This design comes from an exercise in tuning for small area on the open sky130 flow, not from production work.
Only simulation tests tie the RTL to the original design; equivalence was not proved.
No driver is modelled on the clock port, so clock power and skew are understated where the tree is cut down; a real chip needs a root buffer or a tree.
Power is estimated from default activity; no workload was simulated.

==> flow/design.v (excerpt) <==
module top
	(
	input CLK,
	input RESET,
	output HSYNC,
	output VSYNC,
	output [7:0] COLOR
	);
Size in the first run: roughly 19 flip-flops, about 12 I/O pins.
clock: 10.0 ns
lec_check: 0
cap_margin: 20
core_area: 4 4 76 76
die_area: 0 0 80 80
place_density: 0.6
slew_margin: 20
standard.sh (not shown) runs the stock make flow with config.mk's settings and CLKGATE_MAP_FILE= SYNTH_SCRIPT=/design/flow/synth_recipe.tcl, a recipe that flattens the netlist after the stock synthesis.
==> flow/flow/run.sh <==
#!/bin/bash
# Standard ORFS layout with these changes:
#  - synthesis maps the logic with an area-oriented ABC script (flow/abc_area.script)
#    and without the half/full-adder cells; everything else is the standard flow's synthesis script;
#  - the port buffers are plain buf_1 cells;
#  - clock tree synthesis uses clkbuf_4 cells, one sink cluster and no dummy loads,
#    and its tree is then collapsed into the root buffer (flow/collapse_clock.tcl);
#  - the constant-0 outputs share one tie cell (flow/merge_ties.tcl).
set -euo pipefail
F=$PWD/flow
{ head -1 synth_recipe.tcl; cat $F/abc_proc.tcl; tail -n +2 synth_recipe.tcl; } > synth_area.tcl
sed "s#SYNTH_SCRIPT=[^ ]*#SYNTH_SCRIPT=$PWD/synth_area.tcl#" standard.sh > standard_area.sh
export AREA_ABC_SCRIPT=$F/abc_area.script
export ADDER_MAP_FILE=
export BUFFER_PORTS_ARGS="-buffer_cell sky130_fd_sc_hd__buf_1"
export CTS_ARGS="-sink_clustering_enable -repair_clock_nets -buf_list sky130_fd_sc_hd__clkbuf_4 -root_buf sky130_fd_sc_hd__clkbuf_8 -sink_clustering_size 30 -sink_clustering_max_diameter 100 -dont_use_dummy_load"
bash standard_area.sh cts > standard_cts.log 2>&1
CTS_ODB=$PWD/orfs/results/sky130hd/top/base/4_cts.odb openroad -no_init -exit $F/collapse_clock.tcl > collapse_clock.log 2>&1
CTS_ODB=$PWD/orfs/results/sky130hd/top/base/4_cts.odb openroad -no_init -exit $F/merge_ties.tcl > merge_ties.log 2>&1
bash standard_area.sh > standard.log 2>&1
==> flow/flow/abc_area.script <==
strash
&get -n
&deepsyn -J 50 -S 1
&dch -f
&nf -a -R 1000
&put
mfs3 -a
Other scripts of this flow, unchanged in this note and not shown: flow/flow/abc_proc.tcl, flow/flow/collapse_clock.tcl, flow/flow/merge_ties.tcl
The first run ran to the end with no violations.
Next try:
==> flow/flow/abc_area.script (replaced) <==
strash
&get -n
&deepsyn -J 50 -S 1
&dch -f
&nf -a -R 1000
&put
After rerunning: The new run completed without violations. Hold slack gets better by 0.0034 ns. Sequential cell count does not change. Critical path depth does not change. Global-route usage went up by 0.30 points. Final cell count stays the same. Power went up by 0.42%. Via count went down by 4.2%. Count of clock-buffer cells in the layout stays the same. Core utilization hardly moves. Non-clock buffer count does not change.

Setup of exp/garnet:
The RTL this note starts from:
==> flow/design.v <==
module top
	(
	input CLK,
	input RESET,
	output HSYNC,
	output VSYNC,
	output [7:0] COLOR
	);
	reg [3:0] p;	 
	reg [4:0] x;	 
	reg [5:0] q;	 
	reg [3:0] y;	 
	wire pc = &p;					 
	wire hend = x[4] & x[3] & p[2] & p[1];		 
	wire clr = RESET | hend;
	wire vlast = y[3] & y[1];			 
	wire qend = q[4] & q[3] & q[0] & ((q[5] & q[1]) | vlast);	 
	wire [3:0] pn = p + 4'd1;
	always @(posedge CLK) begin
		p <= {pn[3] & !clr, pn[2] & !clr, pn[1] | pc | clr, pn[0] & !clr};
		x <= clr ? 5'd0 : x + {4'd0, pc};
		if (RESET) begin
			q <= 0; y <= 0;
		end else if (hend) begin
			q <= qend ? 6'd0 : q + 6'd1;
			if (qend) y <= vlast ? 4'd0 : y + 4'd1;
		end
	end
	reg bit_;
	always @(*) begin
		case (y)
			4'd5, 4'd6, 4'd8, 4'd9: bit_ = !x[4] & !x[3] & !x[2];
			4'd7: bit_ = x[4] | x[3] | x[2] | x[0];
			default: bit_ = x[4] | (x[3] & x[0] & (x[2] ~^ x[1]));
		endcase
	end
	wire vis = !(x[4] & (x[3] | x[2] | (x[1] & x[0]))) & !vlast;	 
	assign HSYNC = !((x == 5'd19 && p[3] && (p[2] | p[1])) || (x[4] & x[2] & !x[1] & (!x[0] | !p[3] & !(p[2] & p[1]))));
	assign VSYNC = !(vlast & !q[5] & !q[4] & !q[3] & !q[2] & (q[1] ^ q[0]));
	assign COLOR = vis ? (bit_ ? 8'hE0 : 8'h19) : 8'h00;
endmodule
Settings: LEC_CHECK=0, CAP_MARGIN=20, CORE_AREA=4 4 76 76, DIE_AREA=0 0 80 80, PLACE_DENSITY=0.6, SLEW_MARGIN=20; clock period 10.0 ns.
==> flow/flow/run.sh <==
#!/bin/bash
# Standard ORFS layout with two changes:
#  - synthesis maps the logic with an area-oriented ABC script (flow/abc_area.script)
#    and without the half/full-adder cells; everything else is the standard flow's synthesis script;
#  - the port buffers are plain buf_1 cells.
set -euo pipefail
F=$PWD/flow
{ head -1 synth_recipe.tcl; cat $F/abc_proc.tcl; tail -n +2 synth_recipe.tcl; } > synth_area.tcl
sed "s#SYNTH_SCRIPT=[^ ]*#SYNTH_SCRIPT=$PWD/synth_area.tcl#" standard.sh > standard_area.sh
export AREA_ABC_SCRIPT=$F/abc_area.script
export ADDER_MAP_FILE=
export BUFFER_PORTS_ARGS="-buffer_cell sky130_fd_sc_hd__buf_1"
bash standard_area.sh > standard.log 2>&1
==> flow/flow/abc_area.script <==
strash
&get -n
&deepsyn -J 50 -S 1
&dch -f
&nf -a -R 1000
&put
==> flow/flow/abc_proc.tcl <==
# Use an area-oriented ABC script for technology mapping.
proc abc {args} {
  set out {}
  set skip 0
  foreach a $args {
    if {$skip} { set skip 0; continue }
    if {$a eq "-script"} { lappend out -script $::env(AREA_ABC_SCRIPT); set skip 1; continue }
    if {$a eq "-D" || $a eq "-constr"} { set skip 1; continue }
    lappend out $a
  }
  yosys abc {*}$out
}
exp/garnet has completed all stages; timing, DRC and antenna checks passed.
> inputs changed (exp/garnet -> exp/sierra)
==> flow/run.sh (new file) <==
#!/bin/bash
# synth_recipe.tcl (not shown) runs the flow's synth.tcl, then flattens the netlist and writes it again
# the make line also repeats each setting of config.mk as NAME=value (left out here)
make -C /OpenROAD-flow-scripts/flow DESIGN_CONFIG=/design/flow/config.mk WORK_HOME=/design/flow/orfs CLKGATE_MAP_FILE= SYNTH_SCRIPT=/design/flow/synth_recipe.tcl finish
removed: flow/flow/run.sh
removed: flow/flow/abc_area.script
removed: flow/flow/abc_proc.tcl
removed: flow/standard.sh
--- outcome ---
Combinational power share | exp/sierra above exp/garnet
Summary of exp/sierra over exp/garnet: area fraction in and, or, nand and nor cells after synthesis went down, peak clock frequency supported by timing decreased 56 MHz.
Compared with exp/garnet, in exp/sierra final critical delay including setup and external delays increased by 0.94 ns relative to the old numbers; detailed-route via count increased by about 27% relative to the old numbers; initial core utilization increased by 5.5 points relative to the old numbers; sequential share of layout area decreased by 8.8 points relative to the old numbers; first-pass GRT wire length increased by about 34% relative to the old numbers.
Changes observed in exp/sierra relative to exp/garnet: later-pin clock latency in the skew report saw little to no change, total power rose by 4.2%, post-synthesis cell area now larger.
## Diff of input files: exp/delta against exp/sierra
==> flow/flow/run.sh (new file) <==
#!/bin/bash
# Standard ORFS layout with two changes:
#  - synthesis maps the logic with an area-oriented ABC script (flow/abc_area.script)
#    and without the half/full-adder cells; everything else is the standard flow's synthesis script;
#  - the port buffers are plain buf_1 cells.
set -euo pipefail
F=$PWD/flow
{ head -1 synth_recipe.tcl; cat $F/abc_proc.tcl; tail -n +2 synth_recipe.tcl; } > synth_area.tcl
sed "s#SYNTH_SCRIPT=[^ ]*#SYNTH_SCRIPT=$PWD/synth_area.tcl#" standard.sh > standard_area.sh
export AREA_ABC_SCRIPT=$F/abc_area.script
export ADDER_MAP_FILE=
export BUFFER_PORTS_ARGS="-buffer_cell sky130_fd_sc_hd__buf_1"
export CTS_ARGS="-sink_clustering_enable -repair_clock_nets -buf_list sky130_fd_sc_hd__clkbuf_4 -root_buf sky130_fd_sc_hd__clkbuf_4 -sink_clustering_size 30 -sink_clustering_max_diameter 100 -dont_use_dummy_load"
bash standard_area.sh > standard.log 2>&1
==> flow/flow/abc_area.script (new file) <==
strash
&get -n
&deepsyn -J 50 -S 1
&dch -f
&nf -a -R 1000
&put
==> flow/flow/abc_proc.tcl (new file) <==
# Use an area-oriented ABC script for technology mapping.
proc abc {args} {
  set out {}
  set skip 0
  foreach a $args {
    if {$skip} { set skip 0; continue }
    if {$a eq "-script"} { lappend out -script $::env(AREA_ABC_SCRIPT); set skip 1; continue }
    if {$a eq "-D" || $a eq "-constr"} { set skip 1; continue }
    lappend out $a
  }
  yosys abc {*}$out
}
==> flow/standard.sh (new file) <==
#!/bin/bash
# synth_recipe.tcl (not shown) runs the flow's synth.tcl, then flattens the netlist and writes it again
# the make line also repeats each setting of config.mk as NAME=value (left out here)
make -C /OpenROAD-flow-scripts/flow DESIGN_CONFIG=/design/flow/config.mk WORK_HOME=/design/flow/orfs CLKGATE_MAP_FILE= SYNTH_SCRIPT=/design/flow/synth_recipe.tcl "${@:-finish}"
removed: flow/run.sh
==> comparison <==
When exp/delta is set beside exp/sierra, its total half-perimeter wirelength after legalization and detailed placement turns out to be 25% smaller. Cell area | exp/delta vs exp/sierra | exp/delta smaller. When exp/delta is measured against exp/sierra, its leakage power turns out 36% lower. Comparing exp/delta and exp/sierra, the higher global routing usage summed across all routing layers was measured on exp/sierra.

-- separate check: timing with driven ports --
The flow's constraints put no driver on any port. The routed layouts listed below were extracted and timed again, unchanged, in two steps.
Step 1 assumes that a clkbuf_16 drives the clock port and a buf_2 every other input.
Step 2, shift: input delay + t, output delay - t, t = (earliest + latest rising clock arrival at the registers) / 2. This alone moves slack from input paths to output paths.
Slacks: no drivers / after step 1 / after step 2; pairs: no drivers / after step 1.
| run | t, ns | slack for setup (ns) | worst setup path at the end | clock arrival spread, ns | worst register clock-pin slew, ns |
|---|---|---|---|---|---|
| the first run of note 1 | 0.185 | 6.393 / 6.369 / 6.555 | register to output | 0.002 / 0.001 | 0.11 / 0.11 |
| the second run of note 1 | 0.186 | 6.404 / 6.379 / 6.566 | register to output | 0.000 / 0.001 | 0.11 / 0.11 |
| exp/garnet | 0.273 | 6.352 / 6.327 / 6.600 | register to output | 0.001 / 0.002 | 0.07 / 0.07 |
| exp/sierra | 0.281 | 5.416 / 5.391 / 5.671 | register to output | 0.001 / 0.001 | 0.07 / 0.07 |
| exp/delta | 0.307 | 6.301 / 6.277 / 6.585 | register to output | 0.006 / 0.007 | 0.10 / 0.10 |
After both steps every run listed still meets setup and hold.
